From an optimization exercise on the open Yosys and OpenROAD flow, aimed at small area; shortcuts taken in it are not production practice.
Only simulation tests tie the RTL to the original design; equivalence was not proved.
Power is estimated from default activity; no workload was simulated.

`flow/flow/run.sh`:
```
#!/bin/bash
# Own layout flow: the standard synthesis; its combinational logic mapped
# again by ABC for area, with every register instance kept as it is and the
# result proven equivalent (else the standard netlist is kept); then the
# standard layout, with buf_1 port buffers and a clkbuf_8 clock tree without
# dummy loads. Each tool's output goes to a log file in this folder.
set -euo pipefail
W=$(pwd)
R=$W/orfs/results/$FLOW_PLATFORM/DS18B20Z/base
LIB=$FLOW_HOME/platforms/$FLOW_PLATFORM/lib/sky130_fd_sc_hd__tt_025C_1v80.lib
export BUFFER_PORTS_ARGS="-buffer_cell sky130_fd_sc_hd__buf_1"
export CTS_ARGS="-sink_clustering_enable -repair_clock_nets -dont_use_dummy_load -buf_list sky130_fd_sc_hd__clkbuf_8 -sink_clustering_size 64 -sink_clustering_max_diameter 200"

bash standard.sh synth > synth.log 2>&1
cp "$R/1_2_yosys.v" "$W/std.v"

# cells the platform keeps out of use (low-power and probe cells)
DU=$(grep -o 'cell *( *"\?sky130_fd_sc_hd__\(lpflow\|probe\)[a-z0-9_]*' "$LIB" \
	| sed 's/.*(\s*"\?//; s/^/-dont_use /' | tr '\n' ' ')
# a few ABC scripts; the smallest result that is proven equivalent is used
SCRIPTS=(
	"+strash;dc2;dch,-f;amap;strash;dc2;dch,-f;amap"
	"+strash;balance;rewrite;refactor;resub;rewrite,-z;dc2;dch,-f;amap;strash;dc2;dch,-f;amap"
	"+strash;dc2;dc2;dc2;dch,-f;amap;strash;dch,-f;amap;strash;dch,-f;amap"
)
echo "standard netlist kept" > remap_result.txt
for N in 0 1 2; do
	sed "s|@LIB@|$LIB|g; s|@DU@|$DU|; s|@SCRIPT@|${SCRIPTS[$N]}|; s|@N@|$N|g" flow/remap.ys > remap_$N.ys
	yosys -l remap_$N.log -s remap_$N.ys > /dev/null 2>&1 || true
done
for N in $(for N in 0 1 2; do
		[[ -f remap_stat_$N.txt ]] && echo "$(awk '/Chip area/ {print $NF}' remap_stat_$N.txt) $N"
	done | sort -n | awk '{print $2}'); do
	cp "remapped_$N.v" remapped.v
	sed "s|@LIB@|$LIB|g" flow/equiv.ys > equiv.ys
	if yosys -l equiv_$N.log -s equiv.ys > /dev/null 2>&1; then
		cp "$W/remapped.v" "$R/1_2_yosys.v"
		rm -f "$R/1_synth.odb" "$R/1_synth.sdc"
		echo "remapped netlist $N used" > remap_result.txt
		break
	fi
done

bash standard.sh > layout.log 2>&1
```
`flow/flow/equiv.ys`:
```
read_liberty -ignore_miss_func @LIB@
read_verilog std.v
rename DS18B20Z gold
read_verilog remapped.v
rename DS18B20Z gate
rename -hide gold/c:_*_ gold/w:_*_ gate/c:_*_ gate/w:_*_
flatten gold gate
opt_clean
async2sync
equiv_make gold gate equiv
equiv_simple
equiv_induct
equiv_status -assert equiv
```
`flow/flow/remap.ys`:
```
read_liberty -ignore_miss_func @LIB@
blackbox sky130_fd_sc_hd__df* sky130_fd_sc_hd__edf* sky130_fd_sc_hd__sdf* sky130_fd_sc_hd__dl* sky130_fd_sc_hd__sed*
read_verilog std.v
hierarchy -top DS18B20Z
flatten
opt_clean
abc -liberty @LIB@ @DU@ -script @SCRIPT@
opt_clean -purge
tee -o remap_stat_@N@.txt stat -liberty @LIB@
write_verilog -noattr -nohex -nodec remapped_@N@.v
```
`flow/standard.sh`:
```
#!/bin/bash
# synth_recipe.tcl (not shown) runs the flow's synth.tcl, then flattens the netlist and writes it again
# the make line also repeats each setting of config.mk as NAME=value (left out here)
make -C /OpenROAD-flow-scripts/flow DESIGN_CONFIG=/design/flow/config.mk WORK_HOME=/design/flow/orfs CLKGATE_MAP_FILE= SYNTH_SCRIPT=/design/flow/synth_recipe.tcl "${@:-finish}"
```
`flow/config.mk`:
```
export PLATFORM = sky130hd
export DESIGN_NAME = DS18B20Z
export DESIGN_NICKNAME = DS18B20Z
export VERILOG_FILES = /design/flow/design.v
export SDC_FILE = /design/flow/constraint.sdc
export NUM_CORES = 4
export LEC_CHECK = 0
export CAP_MARGIN = 20
export CORE_MARGIN = 2
export CORE_UTILIZATION = 40
export CTS_BUF_LIST = sky130_fd_sc_hd__clkbuf_8
export CTS_CLUSTER_DIAMETER = 200
export CTS_CLUSTER_SIZE = 64
export SLEW_MARGIN = 20
```
`flow/constraint.sdc`:
```
create_clock -name core_clock -period 10.0 [get_ports {clk_in}]
set_input_delay 2.0000 -clock core_clock [delete_from_list [all_inputs] [get_ports {clk_in}]]
set_output_delay 2.0000 -clock core_clock [all_outputs]
set_load 0.01 [all_outputs]
```
`flow/design.v`:
```
module DS18B20Z
(
	input				clk_in,
	input				rst_n_in,
	input				ow_i,
	output	wire		ow_o,
	output	wire		ow_oe,
	output	reg	[15:0]	data_out
);
	reg		[2:0]	jc;
	reg				half;
	wire			j5 = jc[2] & ~jc[1];
	wire			tick = j5 & ~half;
	always @(posedge clk_in or negedge rst_n_in) begin
		if (!rst_n_in) begin
			jc <= 3'd0;
			half <= 1'b0;
		end else begin
			jc <= {jc[1:0], ~jc[2]};
			if (j5) half <= ~half;
		end
	end
	localparam PRE = 3'd0, INITA = 3'd4, INITB = 3'd7, WRITE = 3'd6, CONV = 3'd5, READ = 3'd2;
	reg		[10:0]	cnt;
	reg		[2:0]	ph;
	reg				grp;
	reg		[3:0]	bitn;
	reg		[15:0]	sr;
	function has;
		input [19:0] v;
		input [19:0] k;
		has = (v & k) == k;
	endfunction
	wire	[7:0]	wbyte = bitn[3] ? (grp ? 8'hbe : 8'h44) : 8'hcc;
	wire			wbit = wbyte[bitn[2:0]];
	wire			b7 = bitn[2:0] == 3'd7;
	wire			b15 = bitn == 4'd15;
	wire			sample = ph == READ && cnt[6:0] == 7'd17;
	reg				done;
	assign ow_oe = (ph == INITA && cnt < 11'd503) || (ph == WRITE && cnt < 11'd88) ||
		(ph == READ && cnt < 11'd5);
	wire			jend = ~sr[7] & sr[6];
	always @(posedge clk_in) begin
		if (tick && (sample || done && (ph == WRITE || ph == CONV && b15)))
			sr <= {ph == READ ? ow_i : ph == CONV ? ~sr[0] : 1'b0, sr[15:1]};
	end
	assign ow_o = wbit && cnt[6:0] > 7'd4;
	always @(*) begin
		case (ph)
			PRE:	done = has(cnt, 2);
			INITA:	done = has(cnt, 605);
			INITB:	done = has(cnt, 405);
			WRITE:	done = b15 ? has(cnt, 176) : b7 ? has(cnt, 177) : has(cnt, 92);
			CONV:	done = b15 && jend ? has(cnt, 96) : has(cnt, 1806);
			default: done = b15 ? has(cnt, 77) : b7 ? has(cnt, 78) : has(cnt, 75);
		endcase
	end
	always @(posedge clk_in or negedge rst_n_in) begin
		if (!rst_n_in) begin
			cnt <= 11'd0;
			ph <= PRE;
			grp <= 1'b0;
			bitn <= 4'd0;
			data_out <= 16'h0;
		end else if (tick) begin
			if (done) cnt <= 11'd0;
			else cnt <= cnt + 1'b1;
			if (done) begin
				case (ph)
					PRE: begin ph <= INITA; end
					INITA: begin
						if (ow_i) begin ph <= PRE; grp <= 1'b0; end
						else ph <= INITB;
					end
					INITB: begin ph <= WRITE; end
					WRITE: begin
						bitn <= bitn + 1'b1;
						if (b15 && !grp) ph <= CONV;
						else begin
							if (b15) ph <= READ;
						end
					end
					CONV: begin
						bitn <= bitn + 1'b1;
						if (b15 && jend) begin ph <= INITA; grp <= 1'b1; end
					end
					default: begin
						bitn <= bitn + 1'b1;
						if (b15) begin ph <= PRE; grp <= 1'b0; data_out <= sr; end
						else begin end
					end
				endcase
			end
		end
	end
endmodule
```
==> results of run 1 <==
[area by class of cell]
class | count | area [µm²]
fill | 541 | 2970
sequential | 55 | 1460
multi-input combinational | 131 | 717
inverter | 29 | 109
timing repair buffer | 22 | 91.3
tap | 72 | 90.1
clock buffer | 5 | 68.8
[flip-flops by register name (all words and copies together) (netlist names)]
| signal | flops |
|---|---|
| data_out | 16 |
| grp | 1 |
| half | 1 |
| jc | 3 |
| cnt | 11 |
| bitn | 4 |
| sr | 16 |
| ph | 3 |
[final timing paths]
path	to	slack, ps	cells after the start
min in group asynchronous	data_out[8]	1790	1
max reg2reg	data_out[15]	6400	12
min	jc[2]	340	0
min reg2reg	jc[2]	340	0
max	ow_oe	5980	8
max in group asynchronous	bitn[3]	7610	1
[power groups by stage]
stage               Clock [µW]  Sequential, µW  Combinational (µW)
global placement             0             235                4.10
detailed placement           0             235                4.16
finish                     108             231                3.85
floorplan                    0             235               0.343
global route               122             231                4.63
CTS                        113             231                4.15
[critical path: stages (launching register included)]
cell,delay [ps]
dfrtp_1,430
clkinv_1,90
nand3_1,100
nor4_1,370
a31o_1,150
nand3_1,70
o32a_1,180
nor3_1,170
buf_1,170
[cell usage in the layout, fill, tap and decap left out, drive strengths merged]
cell / instances
a211oi: 6
a21boi: 1
a21oi: 10
a221oi: 1
a22o: 15
a31o: 1
a31oi: 4
a32oi: 1
buf: 22
clkbuf: 5
clkinv: 29
dfrtp: 39
edfxtp: 16
nand2: 17
nand3: 8
nor2: 37
nor3: 7
nor4: 5
o2111ai: 1
o211ai: 1
o21ai: 7
o21bai: 1
o221ai: 1
o22ai: 1
o311ai: 1
o31a: 1
o31ai: 2
o32a: 1
or2: 1
[metal layers]
layer | track usage | part of all wire
met5 | 0 | 0
met4 | 0.0621 | 0.019
met3 | 0.0339 | 0.045
met2 | 0.232 | 0.44
met1 | 0.243 | 0.50
[metrics by stage]
| step | instances | hold slack [ps] | utilization | cell area (µm²) |
|---|---|---|---|---|
| 5_1_grt | 314 | 359 | 0.460 | 2530 |
| 2_1_floorplan | 215 | 331 | - | 2280 |
| 4_1_cts | 314 | 350 | 0.460 | 2530 |
| 6_report | 314 | 341 | 0.460 | 2530 |
| 3_5_place_dp | 309 | 347 | 0.447 | 2460 |
| 3_3_place_gp | 309 | 333 | 0.447 | 2460 |
==> flow_results.org, run 1 <==
** Timing
- In this run the tightest slew margin relative to its limit is 0.412.
- Worst Setup Slack, final :: 5980 ps
- Setup violations, final :: 0
- On the final layout, the worst clock skew is 34.9 ps.
- Final Hold Fails :: 0
- Peak Freq :: 0.249 GHz
- Post-route minimum period :: 4020 ps
- Setup repair after global routing left no endpoint under its margin.
- Post-route fraction of the period consumed by the critical path :: 0.402
- At the pin with the least slew margin, the transition time is approximately 880 ps.
- Max Transition Viols Final :: 0
- Adding up every negative setup slack in the final design gives 0 ps.

** Clock tree
- The H-tree was split into 2 levels.
- CTS buffer count :: 5
- Post CTS Setup Buffer Count :: 0
- Worst skew pair latency :: 310 ps
- TritonCTS built the clock tree.
- Clock slew at the register clock pins of the worst setup and hold paths :: approximately 110 ps
- Clk sinks :: 55
- Once the clock tree was built, the resizer swapped 0 gates to a different size.
- Largest buffer count on any clock path :: 2
- The number of hold buffers added after CTS was 0.
- Clk Tree Root Cell :: clkbuf_8

** Global route
- Entering global routing, the biggest net connects 40 pins.
- The first global-routing pass estimated 7910 µm of wire.
- Grt total ovfl :: 0
- GRT Total Usage :: 0.163
- Vias in the first global route :: approximately 1,600
- Number of antenna violations at the first check in global routing :: 0

** Critical path
- Startpoint of the most critical setup path :: cnt[6]
- The critical path is of the flip-flop to output port type.
- Data required time of the critical path :: 8000 ps
- Launch point of the worst reg-to-reg path :: bitn[2]
- In this run the worst path has a maximum fanout of 5.
- Type of destination of the critical path :: output port
- Data on the critical path arrives at its endpoint at just over 2000 ps.
- The worst setup path is launched from a flip-flop.

** Floorplan
- Ports :: 21
- Die span in x :: 79.5 µm
- After floorplanning, the core was divided into 27 placement rows.
- The initial utilization of the core area, before any placement, comes to 0.414.
- Full die area :: 6330 µm²
- The core region is 5510 µm².
- Die Ht :: 79.5 µm

** Detailed routing
- Post-DR wirelength/cell :: 14.7 µm
- The pre-antenna-repair detailed-routing pass consisted of 4 iterations.
- In this run the remaining antenna-violating nets after routing total 0.
- The detailed router placed 1,701 vias in this run.
- Violation count after the first detailed-routing iteration :: ~110
- Sum of routed wire length over all layers :: 4620 µm
- Mean number of vias per cell :: 5.42
- Residual DRC :: 0

** Cells and area
- Share of cells above drive strength 1 :: 0.0331
- In the final design database the tool counted 247 nets.
- # diodes :: 0
- Syn-to-layout area delta :: 11.0%

** Yosys
- The mapped netlist covers roughly 2300 µm².
- Count of mapped cells out of synthesis :: approximately 220
- Net count after synthesis :: ~220
- For this run, the number of Yosys warnings is 1.
- Mean cell area of the mapped netlist :: 10.6 µm²

** Min path
- Startpoint of the most critical hold path :: jc[1]
- Worst hold-check path type :: flip-flop to flip-flop

** Power
- For this design the ratio of total power to cell area is 135 nW/µm².
- Sum of internal, switching and leakage power :: 343 µW
- Worst vdd rail ir drop :: 0.0643 mV
- Static Leak :: approximately 0.0009 µW
- Of the total power, the share spent switching nets is 0.195.
- Share of total power in sequential cells :: 0.673
- Clock group share of total power :: 0.316
- Switching power total :: 66.9 µW
- Of the total power, combinational logic draws 0.011.
- Internal power contribution :: 276 µW

** Placed design
- HPWL after DPL :: 3280 µm
- Count of buffers inserted at the top-level ports :: 20
- Pre-CTS worst setup slack :: 6300 ps
- At the end of routability-driven placement, the weighted congestion stood at 0.854.

** Status
- Status :: no timing/DRC/antenna violations

** Job
- Max-cap violations in this run came to 0.
==> inputs of run 2 (changes only) <==
--- a/flow/flow/run.sh
+++ b/flow/flow/run.sh
@@ -11,3 +11,3 @@
 export BUFFER_PORTS_ARGS="-buffer_cell sky130_fd_sc_hd__buf_1"
-export CTS_ARGS="-sink_clustering_enable -repair_clock_nets -dont_use_dummy_load -buf_list sky130_fd_sc_hd__clkbuf_8 -sink_clustering_size 64 -sink_clustering_max_diameter 200"
+export CTS_ARGS="-sink_clustering_enable -repair_clock_nets -dont_use_dummy_load -root_buf sky130_fd_sc_hd__clkbuf_16 -buf_list sky130_fd_sc_hd__clkbuf_16 -sink_clustering_size 100 -sink_clustering_max_diameter 1000"
 
==> run 2 against run 1 <==
  * Still clean on timing, DRC and antenna
  * Count of clock-buffer cells in the layout unchanged
  * Core utilization increased by 1.0 points
  * Global-route usage increased by 0.073 points
  * Sequential cell count unchanged
  * Register-to-register slack about the same
  * Clock skew decreased by 11 ps
  * Sequential share of layout area decreased by 1.3 points
  * Critical path type unchanged
  * Largest power group unchanged
  * Highest routed layer unchanged
==> flow_results.org, run 2 <==
** Status
- Status :: no timing/DRC/antenna violations

** Clock tree
- TritonCTS built the clock tree.
- The clock buffer count from CTS was 5 (unchanged).
- The clock edge transition at the registers on the reported setup and hold paths was 80 ps (-30 ps).
- Clk Tree Root Cell :: clkbuf_16
- The count of H-tree levels built during CTS is 2 (unchanged).
- The post-cts resize count was 0 (unchanged).
- CTS Hold Buffers Added :: 0 (unchanged)
- Worst skew pair latency :: 300 ps (about the same)
- Clk sinks :: 55 (unchanged)
- The number of buffers on the longest clock path is 2 (unchanged).
- Post CTS Setup Buffer Count :: 0 (unchanged)

** Cells and area
- Syn-to-layout area delta :: 13.4%
- Most frequent cells in the layout :: dfrtp_1 (39), nor2_1 (37), clkinv_1 (29)
- The layout net count is 247 (unchanged).
- Leaving out fill and tap cells, the most frequent cell in the layout is dfrtp_1.
- Biggest registers after layout :: data_out x16, sr x16, cnt x11
- # diodes :: 0 (unchanged)
- The fraction of the core area covered by cells at the end of the flow is 0.470 (+0.0102).
- The number of fill cells is 536 (-0.92%).
- Share of cells above drive strength 1 :: 0.0331 (unchanged)

** Timing
- The final setup skew was 23.6 ps (-11.3 ps).
- Max Transition Viols Final :: 0 (unchanged)
- Slew margin rel. :: 0.409 (-0.00223)
- The clock period minus worst slack is 3990 ps (-23.7 ps).
- The highest attainable clock frequency was 0.250 GHz (+0.59%).
- Final Hold Fails :: 0 (unchanged)
- Setup repair after global routing missed its margin :: false
- The transition time at the pin with the least slew margin came to 886 ps (+3.34 ps).
- The setup-violating endpoint count in the final report is 0 (unchanged).
- Post-route fraction of the period consumed by the critical path :: 0.399 (-0.00237)
- The final total negative setup slack was 0 ps (unchanged).

** Critical path
- Slowest-stage cell, CP :: dfrtp_1
- Data required time of the critical path :: 8000 ps (about the same)
- Category of the worst setup path launch point :: flip-flop
- Depth of the worst register-to-register path :: 12 (unchanged)
- Number of logic stages on the critical path including buffering :: 8 (unchanged)
- The buffer and inverter count on the worst path came to 2 (unchanged).
- Critical path data arrival time :: 1990 ps (-30 ps)
- The highest fanout seen on the critical path came to 5 (unchanged).
- The worst setup path is of the flip-flop to output port kind.
- Sequence of cells on the critical path :: clkinv_1 -> nand3_1 -> nor4_1 -> a31o_1 -> nand3_1 -> o32a_1 -> nor3_1 -> buf_1
- STA classifies the critical path endpoint as an output port.
- The critical path's largest stage delay is 420 ps (about the same).
- The most numerous cell type found on the critical path is nand3_1.
- Kind of cell with the highest combined delay on the critical path :: simple AND/OR/NAND/NOR gates

** Floorplan
- The number of placement rows is 27 (unchanged).
- The core box area came to 5510 µm² (unchanged).
- Die span in x :: 79.5 µm (unchanged)
- Die Ht :: 79.5 µm (unchanged)
- Full die area :: 6330 µm² (unchanged)
- Starting utilization of the core area :: 0.414 (unchanged)
- Ports :: 21 (unchanged)

** Global route
- The overall overflow remaining after global route came to 0 (unchanged).
- GRT Total Usage :: 0.164 (+0.000729)
- Maximum number of pins on one net before global-route repair :: 40 (unchanged)
- Number of antenna violations at the first check in global routing :: 0 (unchanged)
- The via count of the first global-routing pass is 1,616 (-1.0%).
- Wire length of the first global-routing pass :: 7940 µm (+0.35%)

** Power
- The largest voltage drop on the vdd net is 0.0921 mV (+43%).
- The clock network fraction of total power is 0.401 (+0.085).
- The fraction of power spent switching nets came to 0.185 (-0.0102).
- The total internal power was 320 µW (+16%).
- Comb power frac :: 0.010 (about the same)
- Static Leak :: 0.000936 µW (+2.8%)
- Switching power total :: 72.4 µW (+8.3%)
- Total power density per cell area :: 151 nW/µm² (+12%)
- Share of total power in sequential cells :: 0.589 (-0.084)

** Detailed routing
- Post-DR wirelength/cell :: 14.8 µm (+0.48%)
- The final routed DRC violation total came to 0 (unchanged).
- Antenna-violating nets left :: 0 (unchanged)
- Sum of routed wire length over all layers :: 4640 µm (+0.48%)
- Overall via count from detail_route :: 1,690 (-0.65%)
- The routed via count divided by cell count was 5.38 (-0.65%).
- Iteration count of the initial detailed-routing pass :: 4 (unchanged)
- Violation count after the first detailed-routing iteration :: 115 (+9.5%)

** Yosys
- The synthesized netlist net count is 218 (unchanged).
- Post-synthesis instance area :: 2280 µm² (unchanged)
- The cell count after synthesis is 215 (unchanged).
- Yosys warning total :: 1 (unchanged)
- Mean cell area of the mapped netlist :: 10.6 µm² (unchanged)

** Placed design
- The number of input and output port buffers inserted came to 20 (unchanged).
- The final RePlAce weighted congestion came to 0.854 (unchanged).
- HPWL after DPL :: 3280 µm (unchanged)

** Job
- The max-capacitance violation count is 0 (unchanged).

** Min path
- WHS Path Cells :: 0 (unchanged)
- Worst hold-check path type :: flip-flop to flip-flop
==> run 2: layout make-up <==
class,count,area (µm²),share of cell area
Clock buffer,5,125,0.0483
Multi-Input combinational cell,131,717,0.277
Timing Repair Buffer,22,91.3,0.0353
Tap cell,72,90.1,0.0348
Sequential cell,55,1460,0.563
Inverter,29,109,0.0420
==> run 2: path summary, 6_finish.rpt <==
| check | from | end | slack (ps) |
|---|---|---|---|
| worst min-delay path | jc[1] | jc[2] | 350 |
| worst max register to register | bitn[2] | data_out[15] | 6400 |
| min in group asynchronous | rst_n_in | data_out[8] | 1820 |
| worst min register to register | jc[1] | jc[2] | 350 |
| worst max-delay path | cnt[6] | ow_oe | 6010 |
| max in group asynchronous | rst_n_in | bitn[3] | 7590 |
==> run 2: per-layer routing <==
layer  global-route usage  vias to the layer above  share of wire
met3               0.0373                        4          0.045
met5                    0                        -              0
met2                0.230                       43           0.43
li1                     -                      827              -
met4               0.0517                        0          0.012
met1                0.249                      816           0.51
==> run 2: power groups by stage <==
| stage | clock network, µW | logic [µW] | registers (µW) |
|---|---|---|---|
| 2_1_floorplan | 0 | 0.343 | 235 |
| 3_3_place_gp | 0 | 4.10 | 235 |
| 3_5_place_dp | 0 | 4.16 | 235 |
| 4_1_cts | 162 | 4.15 | 231 |
| 5_1_grt | 172 | 4.63 | 231 |
| 6_report | 157 | 3.85 | 231 |
==> run 2: through the flow <==
step | setup slack (ps) | hold slack [ps] | std cells | total power [µW] | cell area [µm²]
finish | 6010 | 351 | 314 | 392 | 2590
global route | 5810 | 364 | 314 | 407 | 2590
CTS | 6000 | 354 | 314 | 397 | 2590
detailed placement | 6300 | 347 | 309 | 239 | 2460
global placement | 6350 | 333 | 309 | 239 | 2460
floorplan | 6520 | 331 | 215 | 236 | 2280
==> inputs of run 3 (changes only) <==
--- a/flow/flow/run.sh
+++ b/flow/flow/run.sh
@@ -11,3 +11,3 @@
 export BUFFER_PORTS_ARGS="-buffer_cell sky130_fd_sc_hd__buf_1"
-export CTS_ARGS="-sink_clustering_enable -repair_clock_nets -dont_use_dummy_load -root_buf sky130_fd_sc_hd__clkbuf_16 -buf_list sky130_fd_sc_hd__clkbuf_16 -sink_clustering_size 100 -sink_clustering_max_diameter 1000"
+export CTS_ARGS="-sink_clustering_enable -repair_clock_nets -dont_use_dummy_load -buf_list sky130_fd_sc_hd__clkbuf_8 -sink_clustering_size 100 -sink_clustering_max_diameter 1000"
 
==> run 3 against run 2 <==
  * Still clean
  * Count of clock-buffer cells in the layout is the same
  * Critical path depth is the same
  * Clock skew grew 11 ps
  * Synthesized area is the same
  * Via count grew 0.65%
  * Sequential power is essentially flat
  * Critical path type unchanged
  * Critical endpoint unchanged
  * Largest cell class unchanged
==> flow_results.org, run 3 <==
** Critical path
- The most numerous cell type found on the critical path is nand3_1.
- Slowest-stage cell, CP :: dfrtp_1
- Category of the worst setup path launch point :: flip-flop
- Data required time of the critical path :: 8000 ps (about the same)
- WS Path Type :: flip-flop to output port
- The critical path's largest stage delay is 430 ps (about the same).
- Crit-path max FO :: 5 (unchanged)
- Depth of the worst register-to-register path :: 12 (unchanged)
- The worst setup path is captured at an output port.
- The data arrival time of the critical path is 2020 ps (+30 ps).
- Sequence of cells on the critical path :: clkinv_1 -> nand3_1 -> nor4_1 -> a31o_1 -> nand3_1 -> o32a_1 -> nor3_1 -> buf_1

** Yosys
- Mean cell area of the mapped netlist :: 10.6 µm² (unchanged)
- Post-synthesis instance area :: 2280 µm² (unchanged)
- The cell count after synthesis was 215 (unchanged).
- The synthesized netlist net count came to 218 (unchanged).
- Yosys warning total :: 1 (unchanged)

** Timing
- The number of max-slew violations in the final report is 0 (unchanged).
- The number of failing hold endpoints at the final stage is 0 (unchanged).
- The final total negative setup slack was 0 ps (unchanged).
- Setup skew after layout :: 34.9 ps (+11.3 ps)
- The highest attainable clock frequency came to 0.249 GHz (-0.59%).
- The setup-violating endpoint count in the final report came to 0 (unchanged).
- The transition time at the pin with the least slew margin was 883 ps (-3.34 ps).
- The final hold slack is 341 ps (-9.66 ps).
- Setup repair after global routing missed its margin :: false
- The clock period minus worst slack came to 4020 ps (+23.7 ps).
- Slew margin rel. :: 0.412 (+0.00223)
- The part of the cycle the worst path needs was 0.402 (+0.00237).

** Power
- The sequential share of power came to 0.673 (+0.084).
- Total power density per cell area :: 135 nW/µm² (-11%)
- The combinational share of power is 0.011 (about the same).
- Internal power contribution :: 276 µW (-14%)
- Static Leak :: 0.000911 µW (-2.7%)
- The fraction of power spent switching nets is 0.195 (+0.0102).
- The largest voltage drop on the vdd net is 0.0643 mV (-30%).
- Clock group share of total power :: 0.316 (-0.085)
- The net switching power figure is 66.9 µW (-7.7%).

** Floorplan
- The overall die area is 6330 µm² (unchanged).
- Die span in x :: 79.5 µm (unchanged)
- Number of core rows :: 27 (unchanged)
- Total core area :: 5510 µm² (unchanged)
- The number of top-level pins is 21 (unchanged).
- The die boundary height came to 79.5 µm (unchanged).
- Starting utilization of the core area :: 0.414 (unchanged)

** Clock tree
- CTS Hold Buffers Added :: 0 (unchanged)
- The clock latency at the later pin of the worst-skew pair is 310 ps (about the same).
- Post CTS Setup Buffer Count :: 0 (unchanged)
- Clock slew at the register clock pins of the worst setup and hold paths :: 110 ps (+30 ps)
- Clock tree from TritonCTS :: done
- Clk Tree Root Cell :: clkbuf_8
- The clock buffer count from CTS is 5 (unchanged).
- Largest buffer count on any clock path :: 2 (unchanged)
- Quantity of gates resized following cts :: 0 (unchanged)
- Clk sinks :: 55 (unchanged)
- The count of H-tree levels built during CTS came to 2 (unchanged).

** Detailed routing
- The wire length reported by the detailed router was 4620 µm (-0.47%).
- The routed wire length per instance is 14.7 µm (-0.47%).
- Residual DRC :: 0 (unchanged)
- Violation count after the first detailed-routing iteration :: 105 (-8.7%)
- Antenna-violating nets left :: 0 (unchanged)
- Iteration count of the initial detailed-routing pass :: 4 (unchanged)
- Overall via count from detail_route :: 1,701 (+0.65%)
- The routed via count divided by cell count is 5.42 (+0.65%).

** Cells and area
- The top cell types in the final layout, fill and taps aside, are dfrtp_1 (39), nor2_1 (37), clkinv_1 (29).
- The area used by sequential logic in the layout is 1460 µm² (unchanged).
- # diodes :: 0 (unchanged)
- The library cell used most frequently in the layout, excluding fill and tap cells, is dfrtp_1.
- From synthesis to final layout, the design area changed by 11.0%.
- Share of cells above drive strength 1 :: 0.0331 (unchanged)
- Biggest registers after layout :: data_out x16, sr x16, cnt x11
- Filler Cells Inserted :: 541 (+0.93%)
- End-of-flow core utilization :: 0.460 (-0.0102)
- Multi-input combinational cell area :: 717 µm² (unchanged)
- The final cell count without fillers came to 314 (unchanged).
- The layout net count came to 247 (unchanged).

** Status
- Status :: no timing/DRC/antenna violations

** Placed design
- The count of placed standard cells including taps came to 309 (unchanged).
- The final RePlAce weighted congestion is 0.854 (unchanged).
- The number of input and output port buffers inserted came to 20 (unchanged).
- The estimated wirelength of the detail-placed design was 3280 µm (unchanged).

** Global route
- The overall overflow remaining after global route is 0 (unchanged).
- The wire length of the first global-routing pass came to 7910 µm (-0.35%).
- Number of antenna violations at the first check in global routing :: 0 (unchanged)
- The global-route usage over all layers was 0.163 (-0.000729).
- Vias in the first global route :: 1,633 (+1.1%)
- Maximum number of pins on one net before global-route repair :: 40 (unchanged)

** Job
- The max-capacitance violation count is 0 (unchanged).

** Min path
- WHS Path Cells :: 0 (unchanged)
- Worst hold-check path type :: flip-flop to flip-flop
[run 3: layout make-up]
type,instances,share of cell area
sequential,55,0.575
multi-input combinational,131,0.283
inverter,29,0.0430
timing repair buffer,22,0.0361
tap,72,0.0356
clock buffer,5,0.0272
[run 3: layer usage]
layer	vias up	part of all wire	track usage
met5	-	0	0
li1	827	-	-
met2	44	0.44	0.232
met1	819	0.50	0.243
met3	11	0.045	0.0339
met4	0	0.019	0.0621
[run 3: path summary, 6_finish.rpt]
path	from	end	slack, ps
worst max register to register	bitn[2]	data_out[15]	6400
worst min-delay path	jc[1]	jc[2]	340
min in group asynchronous	rst_n_in	data_out[8]	1790
max in group asynchronous	rst_n_in	bitn[3]	7610
worst max-delay path	cnt[6]	ow_oe	5980
worst min register to register	jc[1]	jc[2]	340
[run 3: metrics by stage]
stage,worst slack [ps],cell area (µm²),power [µW]
2_1_floorplan,6520,2280,236
3_3_place_gp,6350,2460,239
3_5_place_dp,6300,2460,239
4_1_cts,5980,2530,347
5_1_grt,5790,2530,357
6_report,5980,2530,343
[run 3: critical path, delay by kind of cell (launching register included)]
family                 cells  cell delay [ps]
and+or+nand+nor            4              710
DFF                        1              430
AOI/OAI and AO/OA          2              330
buffers and inverters      2              260
[run 3: power groups by stage]
stage               clock network [µW]  logic, µW  registers, µW
floorplan                            0      0.343            235
global placement                     0       4.10            235
detailed placement                   0       4.16            235
CTS                                113       4.15            231
global route                       122       4.63            231
finish                             108       3.85            231
==> inputs of run 4 (changes only) <==
--- a/flow/design.v
+++ b/flow/design.v
@@ -23,3 +23,3 @@
 	localparam PRE = 3'd0, INITA = 3'd4, INITB = 3'd7, WRITE = 3'd6, CONV = 3'd5, READ = 3'd2;
-	reg		[10:0]	cnt;
+	reg		[9:0]	cnt;
 	reg		[2:0]	ph;
@@ -39,5 +39,5 @@
 	reg				done;
-	assign ow_oe = (ph == INITA && cnt < 11'd503) || (ph == WRITE && cnt < 11'd88) ||
-		(ph == READ && cnt < 11'd5);
-	wire			jend = ~sr[7] & sr[6];
+	assign ow_oe = (ph == INITA && cnt < 10'd503) || (ph == WRITE && cnt < 10'd88) ||
+		(ph == READ && cnt < 10'd5);
+	wire			jend = ~sr[4] & sr[3];
 	always @(posedge clk_in) begin
@@ -53,3 +53,3 @@
 			WRITE:	done = b15 ? has(cnt, 176) : b7 ? has(cnt, 177) : has(cnt, 92);
-			CONV:	done = b15 && jend ? has(cnt, 96) : has(cnt, 1806);
+			CONV:	done = b15 && jend && grp ? has(cnt, 226) : has(cnt, 768);
 			default: done = b15 ? has(cnt, 77) : b7 ? has(cnt, 78) : has(cnt, 75);
@@ -59,3 +59,3 @@
 		if (!rst_n_in) begin
-			cnt <= 11'd0;
+			cnt <= 10'd0;
 			ph <= PRE;
@@ -65,3 +65,3 @@
 		end else if (tick) begin
-			if (done) cnt <= 11'd0;
+			if (done) cnt <= 10'd0;
 			else cnt <= cnt + 1'b1;
@@ -84,3 +84,3 @@
 						bitn <= bitn + 1'b1;
-						if (b15 && jend) begin ph <= INITA; grp <= 1'b1; end
+						if (b15 && jend) begin grp <= 1'b1; if (grp) ph <= INITA; end
 					end
--- a/flow/flow/run.sh
+++ b/flow/flow/run.sh
@@ -11,3 +11,3 @@
 export BUFFER_PORTS_ARGS="-buffer_cell sky130_fd_sc_hd__buf_1"
-export CTS_ARGS="-sink_clustering_enable -repair_clock_nets -dont_use_dummy_load -buf_list sky130_fd_sc_hd__clkbuf_8 -sink_clustering_size 100 -sink_clustering_max_diameter 1000"
+export CTS_ARGS="-sink_clustering_enable -repair_clock_nets -dont_use_dummy_load -buf_list sky130_fd_sc_hd__clkbuf_8 -sink_clustering_size 64 -sink_clustering_max_diameter 200"
 
==> run 4 against run 3 <==
  * Via count fell by 0.88%
  * Highest routed layer unchanged
  * Core utilization fell by 0.22 points
  * Synthesized area fell by 1.3%
  * Still clean
  * Global-route usage is 0.44 points lower
  * Register-to-register slack got worse by 1100 ps
==> flow_results.org, run 4 <==
** Critical path
- Startpoint of the most critical setup path :: ph[2]
- Type of destination of the critical path :: flip-flop
- Kind of cell with the highest combined delay on the critical path :: simple AND/OR/NAND/NOR gates
- Launch point of the worst reg-to-reg path :: ph[2]
- Critical path data arrival time :: 4960 ps (+2940 ps)
- Category of the worst setup path launch point :: flip-flop
- Slowest-stage cell, CP :: clkinv_1
- The data required time of the critical path was 10,230 ps (+2230 ps).
- Buf+Inv Stages, Crit Path :: 5 (+3)
- Crit-path max FO :: 18 (+13)
- The critical path is of the flip-flop to flip-flop type.
- Sequence of cells on the critical path :: clkinv_1 -> nor2_1 -> clkinv_1 -> nor2_1 -> nand2_1 -> o21ai_0 -> a21oi_1 -> nor2_1 -> nor3_1 -> or2_0 -> nor2_1 -> clkinv_1 -> nor2_1 -> clkinv_1 -> nor2_2 -> clkinv_1 -> nand2_1 -> a21oi_1 -> a21oi_1
- Critical path's largest stage delay :: 610 ps (+180 ps)

** Yosys
- Yosys warning total :: 1 (unchanged)
- The cell area after synthesis is 2250 µm² (-1.3%).
- Mean cell area of the mapped netlist :: 10.4 µm² (-2.2%)
- The cell count after synthesis came to 217 (+0.93%).
- Net count after synthesis :: 220 (+0.92%)

** Floorplan
- The core box area is 5470 µm² (-0.61%).
- The x dimension of the die came to 79.0 µm (-0.63%).
- The number of top-level pins was 21 (unchanged).
- The overall die area came to 6250 µm² (-1.3%).
- The starting density of the core was 0.412 (-0.00293).
- The die boundary height came to 79.0 µm (-0.63%).
- The number of placement rows came to 27 (unchanged).

** Cells and area
- The fraction of the core area covered by cells at the end of the flow is 0.458 (-0.00219).
- The layout net count was 248 (+0.40%).
- Biggest registers after layout :: data_out x16, sr x16, cnt x10
- Share of cells above drive strength 1 :: 0.0370 (+0.00398)
- # diodes :: 0 (unchanged)
- Filler Cells Inserted :: 535 (-1.1%)
- Most frequent cells in the layout :: nor2_1 (40), dfrtp_1 (38), clkinv_1 (32)
- From synthesis to final layout, the design area changed by 11.2%.
- Commonest non-fill, non-tap cell in the layout :: nor2_1

** Timing
- Post-route fraction of the period consumed by the critical path :: 0.473 (+0.0714)
- Peak Freq :: 0.211 GHz (-15%)
- Setup repair after global routing left no endpoint under its margin.
- The clock period minus worst slack was 4730 ps (+714 ps).
- The final total negative setup slack was 0 ps (unchanged).
- The number of failing hold endpoints at the final stage is 0 (unchanged).
- Setup violations, final :: 0 (unchanged)
- The number of max-slew violations in the final report is 0 (unchanged).
- Setup skew after layout :: 27.6 ps (-7.30 ps)
- Slew at the pin with the worst max-slew slack :: 868 ps (-14.8 ps)
- Slew margin rel. :: 0.421 (+0.00984)

** Clock tree
- The number of buffers on the longest clock path was 2 (unchanged).
- The number of setup buffers added after CTS was 0 (unchanged).
- The root buffer cell chosen for the clock tree is clkbuf_8.
- The clock latency at the later pin of the worst-skew pair came to 310 ps (about the same).
- CTS Hold Buffers Added :: 0 (unchanged)
- The clock edge transition at the registers on the reported setup and hold paths was 90 ps (-20 ps).
- TritonCTS built the clock tree.
- Clk sinks :: 54 (-1.8%)
- CTS buffer count :: 5 (unchanged)
- Total number of H-tree levels :: 2 (unchanged)
- Quantity of gates resized following cts :: 0 (unchanged)

** Detailed routing
- Sum of routed wire length over all layers :: 4640 µm (+0.48%)
- Residual DRC :: 0 (unchanged)
- The number of nets still failing antenna checks after routing came to 0 (unchanged).
- Iteration count of the initial detailed-routing pass :: 4 (unchanged)
- The routed wire length per instance was 14.7 µm (+0.16%).
- The via total after detailed routing is 1,686 (-0.88%).
- Mean number of vias per cell :: 5.35 (-1.2%)
- Violation count after the first detailed-routing iteration :: 119 (+13%)

** Status
- The flow ran to the end and the layout has no timing, DRC or antenna violations.

** Global route
- The via count of the first global-routing pass is 1,620 (-0.80%).
- Maximum number of pins on one net before global-route repair :: 39 (-2.5%)
- Number of antenna violations at the first check in global routing :: 0 (unchanged)
- Grt total ovfl :: 0 (unchanged)
- GRT Total Usage :: 0.159 (-0.00439)
- The wire length of the first global-routing pass was 7790 µm (-1.5%).

** Power
- The final total power was 341 µW (-0.71%).
- The power per standard cell area came to 136 nW/µm² (+0.39%).
- The leakage power came to 0.000907 µW (-0.45%).
- Worst vdd rail ir drop :: 0.0731 mV (+14%)

** Placed design
- HPWL after DPL :: 3330 µm (+1.5%)
- The final RePlAce weighted congestion came to 0.886 (+3.7%).
- The number of input and output port buffers inserted is 20 (unchanged).

** Min path
- The worst hold path begins at jc[0].
- In this run the worst hold path is classified as flip-flop to flip-flop.

** Job
- Total of max-cap violations :: 0 (unchanged)
[run 4: report_power, final]
part           leakage [µW]  switching (µW)  internal, µW  total (µW)
clock             0.0000359            65.6          45.4         111
combinational      0.000275            3.23         0.303        3.53
sequential         0.000596               0           226         226
total              0.000907            68.8           272         341
[run 4: final timing paths]
path | endpoint | slack [ps] | cells after the start
max | grp | 5270 | 19
min | jc[1] | 350 | 0
max reg2reg | grp | 5270 | 19
min reg2reg | jc[1] | 350 | 0
max in group asynchronous | cnt[5] | 7640 | 1
min in group asynchronous | data_out[7] | 1790 | 1
[run 4: metal layers]
metal	part of all wire	global-route usage	wire, µm	up-vias
met1	0.49	0.214	2280	818
met4	0.010	0.0414	48	0
met5	0	0	0	-
met3	0.039	0.0364	182	7
met2	0.46	0.258	2130	40
li1	-	-	-	821
[run 4: per-stage QoR]
stage / cells / hold WS (ps) / worst slack, ps / instance area [µm²]
after detailed placement: 310 / 337 / 4830 / 2430
after global placement: 310 / 335 / 5070 / 2430
after CTS: 315 / 356 / 4810 / 2500
after global routing: 315 / 364 / 4610 / 2500
after floorplan: 217 / 331 / 6110 / 2250
final: 315 / 354 / 5270 / 2500
[run 4: worst register-to-register path, stage by stage, from the launching register on]
cell	delay, ps
dfrtp_1	390
clkinv_1	200
nor2_1	200
clkinv_1	160
nor2_1	150
nand2_1	60
o21ai_0	150
a21oi_1	90
nor2_1	90
nor3_1	80
or2_0	260
nor2_1	600
clkinv_1	300
nor2_1	250
clkinv_1	140
nor2_2	540
clkinv_1	610
nand2_1	220
a21oi_1	60
a21oi_1	140
[run 4: layout make-up]
| cell class | count | area, µm² | area share |
|---|---|---|---|
| flip-flops and latches | 54 | 1430 | 0.571 |
| repair buffers | 21 | 83.8 | 0.0335 |
| inverters | 32 | 120 | 0.0480 |
| multi-input cells | 131 | 711 | 0.284 |
| well taps | 72 | 90.1 | 0.0360 |
| clock buffers | 5 | 68.8 | 0.0275 |
==> inputs of run 5 (changes only) <==
--- a/flow/design.v
+++ b/flow/design.v
@@ -22,4 +22,5 @@
 	end
-	localparam PRE = 3'd0, INITA = 3'd4, INITB = 3'd7, WRITE = 3'd6, CONV = 3'd5, READ = 3'd2;
-	reg		[9:0]	cnt;
+	localparam PRE = 3'd0, INITA = 3'd4, INITA2 = 3'd1, INITB = 3'd7, WRITE = 3'd6, CONV = 3'd5,
+		CONV2 = 3'd3, READ = 3'd2;
+	reg		[8:0]	cnt;
 	reg		[2:0]	ph;
@@ -39,8 +40,7 @@
 	reg				done;
-	assign ow_oe = (ph == INITA && cnt < 10'd503) || (ph == WRITE && cnt < 10'd88) ||
-		(ph == READ && cnt < 10'd5);
-	wire			jend = ~sr[4] & sr[3];
+	assign ow_oe = ph == INITA || (ph == WRITE && cnt < 9'd88) || (ph == READ && cnt < 9'd5);
+	wire			jend = ~sr[3] & sr[2];
 	always @(posedge clk_in) begin
-		if (tick && (sample || done && (ph == WRITE || ph == CONV && b15)))
-			sr <= {ph == READ ? ow_i : ph == CONV ? ~sr[0] : 1'b0, sr[15:1]};
+		if (tick && (sample || done && (ph == WRITE || (ph == CONV || ph == CONV2) && b15)))
+			sr <= {ph == READ ? ow_i : ph == CONV || ph == CONV2 ? ~sr[0] : 1'b0, sr[15:1]};
 	end
@@ -50,6 +50,8 @@
 			PRE:	done = has(cnt, 2);
-			INITA:	done = has(cnt, 605);
+			INITA:	done = has(cnt, 502);
+			INITA2:	done = has(cnt, 102);
 			INITB:	done = has(cnt, 405);
 			WRITE:	done = b15 ? has(cnt, 176) : b7 ? has(cnt, 177) : has(cnt, 92);
-			CONV:	done = b15 && jend && grp ? has(cnt, 226) : has(cnt, 768);
+			CONV:	done = has(cnt, 498);
+			CONV2:	done = b15 && jend ? has(cnt, 4) : has(cnt, 498);
 			default: done = b15 ? has(cnt, 77) : b7 ? has(cnt, 78) : has(cnt, 75);
@@ -59,3 +61,3 @@
 		if (!rst_n_in) begin
-			cnt <= 10'd0;
+			cnt <= 9'd0;
 			ph <= PRE;
@@ -65,3 +67,3 @@
 		end else if (tick) begin
-			if (done) cnt <= 10'd0;
+			if (done) cnt <= 9'd0;
 			else cnt <= cnt + 1'b1;
@@ -70,3 +72,4 @@
 					PRE: begin ph <= INITA; end
-					INITA: begin
+					INITA: begin ph <= INITA2; end
+					INITA2: begin
 						if (ow_i) begin ph <= PRE; grp <= 1'b0; end
@@ -84,3 +87,7 @@
 						bitn <= bitn + 1'b1;
-						if (b15 && jend) begin grp <= 1'b1; if (grp) ph <= INITA; end
+						if (b15 && jend) begin grp <= 1'b1; if (grp) ph <= CONV2; end
+					end
+					CONV2: begin
+						bitn <= bitn + 1'b1;
+						if (b15 && jend) ph <= INITA;
 					end
==> run 5 against run 4 <==
  * Worst hold slack got worse by 1.8 ps
  * First-iteration DRC count fell by 1.7%
  * Global-route usage rose by 0.28 points
  * Via count fell by 2.9%
  * Core utilization fell by 0.31 points
  * Critical path type unchanged
  * Critical endpoint is now data_out[4]
  * Largest power group unchanged
  * Highest routed layer unchanged
==> flow_results.org, run 5 <==
** Floorplan
- The number of placement rows is 27 (unchanged).
- The number of top-level pins was 21 (unchanged).
- Starting utilization of the core area :: 0.407 (-0.00435)
- Full die area :: 6150 µm² (-1.6%)
- Total core area :: 5440 µm² (-0.62%)
- The die boundary height was 78.4 µm (-0.79%).
- The x dimension of the die is 78.4 µm (-0.79%).

** Power
- The largest voltage drop on the vdd net came to 0.0570 mV (-22%).
- The clock network fraction of total power was 0.318 (-0.008).
- The sequential share of power is 0.663 (about the same).
- Total power density per cell area :: 136 nW/µm² (-0.17%)
- The fraction of power spent switching nets was 0.199 (-0.00280).
- The final total power came to 336 µW (-1.5%).
- The total internal power was 269 µW (-1.1%).
- Comb power frac :: 0.019 (+0.009)
- The net switching power figure came to 66.8 µW (-2.8%).
- The leakage power is 0.000911 µW (+0.45%).

** Clock tree
- Quantity of gates resized following cts :: 0 (unchanged)
- CTS Hold Buffers Added :: 0 (unchanged)
- The clock edge transition at the registers on the reported setup and hold paths was 80 ps (about the same).
- Total number of H-tree levels :: 2 (unchanged)
- Clk Tree Root Cell :: clkbuf_8
- The TritonCTS sink count was 53 (-1.9%).
- Worst skew pair latency :: 310 ps (about the same)
- The clock buffer count from CTS is 5 (unchanged).
- Largest buffer count on any clock path :: 2 (unchanged)
- Post CTS Setup Buffer Count :: 0 (unchanged)
- Clock tree from TritonCTS :: done

** Yosys
- The number of warnings reported in the yosys synthesis log is 1 (unchanged).
- The synthesized netlist net count is 210 (-4.5%).
- The cell count after synthesis came to 207 (-4.6%).
- The mean cell area of the mapped netlist came to 10.7 µm² (+3.1%).
- Post-synthesis instance area :: 2210 µm² (-1.7%)

** Critical path
- The critical path in this run is classified as flip-flop to flip-flop.
- Category of the worst setup path launch point :: flip-flop
- Crit-path max FO :: 17 (-1)
- Data required time of the critical path :: 10,180 ps (-50 ps)
- Critical path data arrival time :: 4440 ps (-520 ps)
- Type of destination of the critical path :: flip-flop

** Placed design
- The final RePlAce weighted congestion was 0.976 (+10%).
- The estimated wirelength of the detail-placed design is 3170 µm (-4.7%).
- Count of buffers inserted at the top-level ports :: 20 (unchanged)
- Placed cell areas :: 2400 µm² (-1.2%)

** Detailed routing
- Antenna-violating nets left :: 0 (unchanged)
- Post-DR wirelength/cell :: 14.4 µm (-2.2%)
- Iteration count of the initial detailed-routing pass :: 5 (+1)
- Mean number of vias per cell :: 5.35 (about the same)
- Sum of routed wire length over all layers :: 4410 µm (-5.0%)
- The final routed DRC violation total is 0 (unchanged).
- The via total after detailed routing is 1,637 (-2.9%).
- The number of DRC markers in iteration 0 is 117 (-1.7%).

** Timing
- The normalized max-slew margin came to 0.385 (-0.0367).
- Final sum of negative setup slack :: 0 ps (unchanged)
- The number of max-slew violations in the final report came to 0 (unchanged).
- The part of the cycle the worst path needs was 0.426 (-0.0472).
- The highest attainable clock frequency is 0.235 GHz (+11%).
- The setup-violating endpoint count in the final report came to 0 (unchanged).
- Setup repair after global routing missed its margin :: false
- The final hold slack was 353 ps (-1.79 ps).
- The clock period minus worst slack was 4260 ps (-472 ps).
- Slew at the pin with the worst max-slew slack :: 923 ps (+55.0 ps)
- Final Hold Fails :: 0 (unchanged)
- The final setup skew came to 29.6 ps (+1.95 ps).

** Job
- The max-capacitance violation count was 0 (unchanged).

** Global route
- Maximum number of pins on one net before global-route repair :: 38 (-2.6%)
- GRT Total Usage :: 0.161 (+0.00278)
- The via count of the first global-routing pass is 1,597 (-1.4%).
- The initial antenna violation count came to 0 (unchanged).
- The overall overflow remaining after global route was 0 (unchanged).
- The wire length of the first global-routing pass is 7650 µm (-1.8%).

** Cells and area
- The layout net count is 239 (-3.6%).
- Syn-to-layout area delta :: 11.6%
- Share of cells above drive strength 1 :: 0.0385 (+0.00142)
- The number of antenna repair diodes is 0 (unchanged).
- The final non-filler cell area was 2470 µm² (-1.3%).
- The top cell types in the final layout, fill and taps aside, are dfrtp_1 (37), nor2_1 (31), clkinv_1 (30).
- Biggest registers after layout :: data_out x16, sr x16, cnt x9
- Leaving out fill and tap cells, the most frequent cell in the layout is dfrtp_1.

** Status
- Status :: no timing/DRC/antenna violations

** Min path
- In this run the worst hold path is classified as flip-flop to flip-flop.
## run 5: final timing paths
kind / startpoint / endpoint / slack [ps] / cells after the start
worst max-delay path: bitn[1] / data_out[4] / 5740 / 15
worst min-delay path: jc[0] / jc[1] / 350 / 0
worst max register to register: bitn[1] / data_out[4] / 5740 / 15
worst min register to register: jc[0] / jc[1] / 350 / 0
max in group asynchronous: rst_n_in / bitn[0] / 7590 / 1
min in group asynchronous: rst_n_in / data_out[9] / 1800 / 1
## run 5: metrics by stage
| stage | std cells | util | worst slack (ps) |
|---|---|---|---|
| floorplan | 207 | - | 6060 |
| CTS | 306 | 0.455 | 5720 |
| global placement | 301 | 0.442 | 5920 |
| global route | 306 | 0.455 | 5140 |
| finish | 306 | 0.455 | 5740 |
| detailed placement | 301 | 0.442 | 5710 |
## run 5: area by class of cell
class	count	area, µm²
fill	541	2970
sequential	53	1410
multi-input combinational	124	703
inverter	30	113
timing repair buffer	22	91.3
tap	72	90.1
clock buffer	5	68.8
## run 5: per-layer routing
layer  wire (µm)  global-route usage
met5           0                   0
met4          63              0.0526
met1        2170               0.224
met3         153              0.0414
met2        2020               0.248
## run 5: critical path, stage by stage (launching register included)
cell      delay, ps
dfrtp_1         370
clkinv_1        130
nor3_1          340
clkinv_1        190
nor2_1          270
clkinv_1        160
nor3_1          370
a21oi_1         130
o32ai_1         130
o21ai_0         150
nor2_1          530
clkinv_1        270
nor2_1          150
buf_4           220
clkinv_1        390
a22o_1          340
## run 5: power by group through the flow
stage                     Combinational, µW  Sequential (µW)  Clock, µW
final                                  6.36              223        107
after global routing                   7.49              223        120
after CTS                              6.58              222        110
after detailed placement               6.56              227          0
after global placement                 6.48              227          0
after floorplan                        2.47              227          0

-- what the ideal ports hide --
How much do the figures lean on ideal ports? The routed layouts below were timed once more, with nothing changed but the port constraints.
Step 1 assumes that a clkbuf_16 drives the clock port and a buf_2 every other input.
Step 2 adds t to the input delays and takes it off the output delays; t is the mean of the earliest and latest rising clock arrival at the registers after step 1. Input paths then give back, and output paths get back, about the clock's delay inside the block.
Three values: ideal, step 1, step 2; two values: the first two.
| run | t, ns | setup slack, ns | hold WS [ns] | worst setup path at the end |
|---|---|---|---|---|
| run 1 | 0.328 | 5.984 / 5.953 / 6.281 | 0.341 / 0.341 / 0.341 | register to output |
| run 2 | 0.319 | 6.007 / 5.973 / 6.292 | 0.351 / 0.351 / 0.351 | register to output |
| run 3 | 0.328 | 5.984 / 5.953 / 6.281 | 0.341 / 0.341 / 0.341 | register to output |
| run 4 | 0.326 | 5.270 / 5.270 / 5.270 | 0.354 / 0.354 / 0.354 | register to register |
| run 5 | 0.328 | 5.741 / 5.741 / 5.741 | 0.353 / 0.353 / 0.353 | register to register |
After both steps every run listed still meets setup and hold.
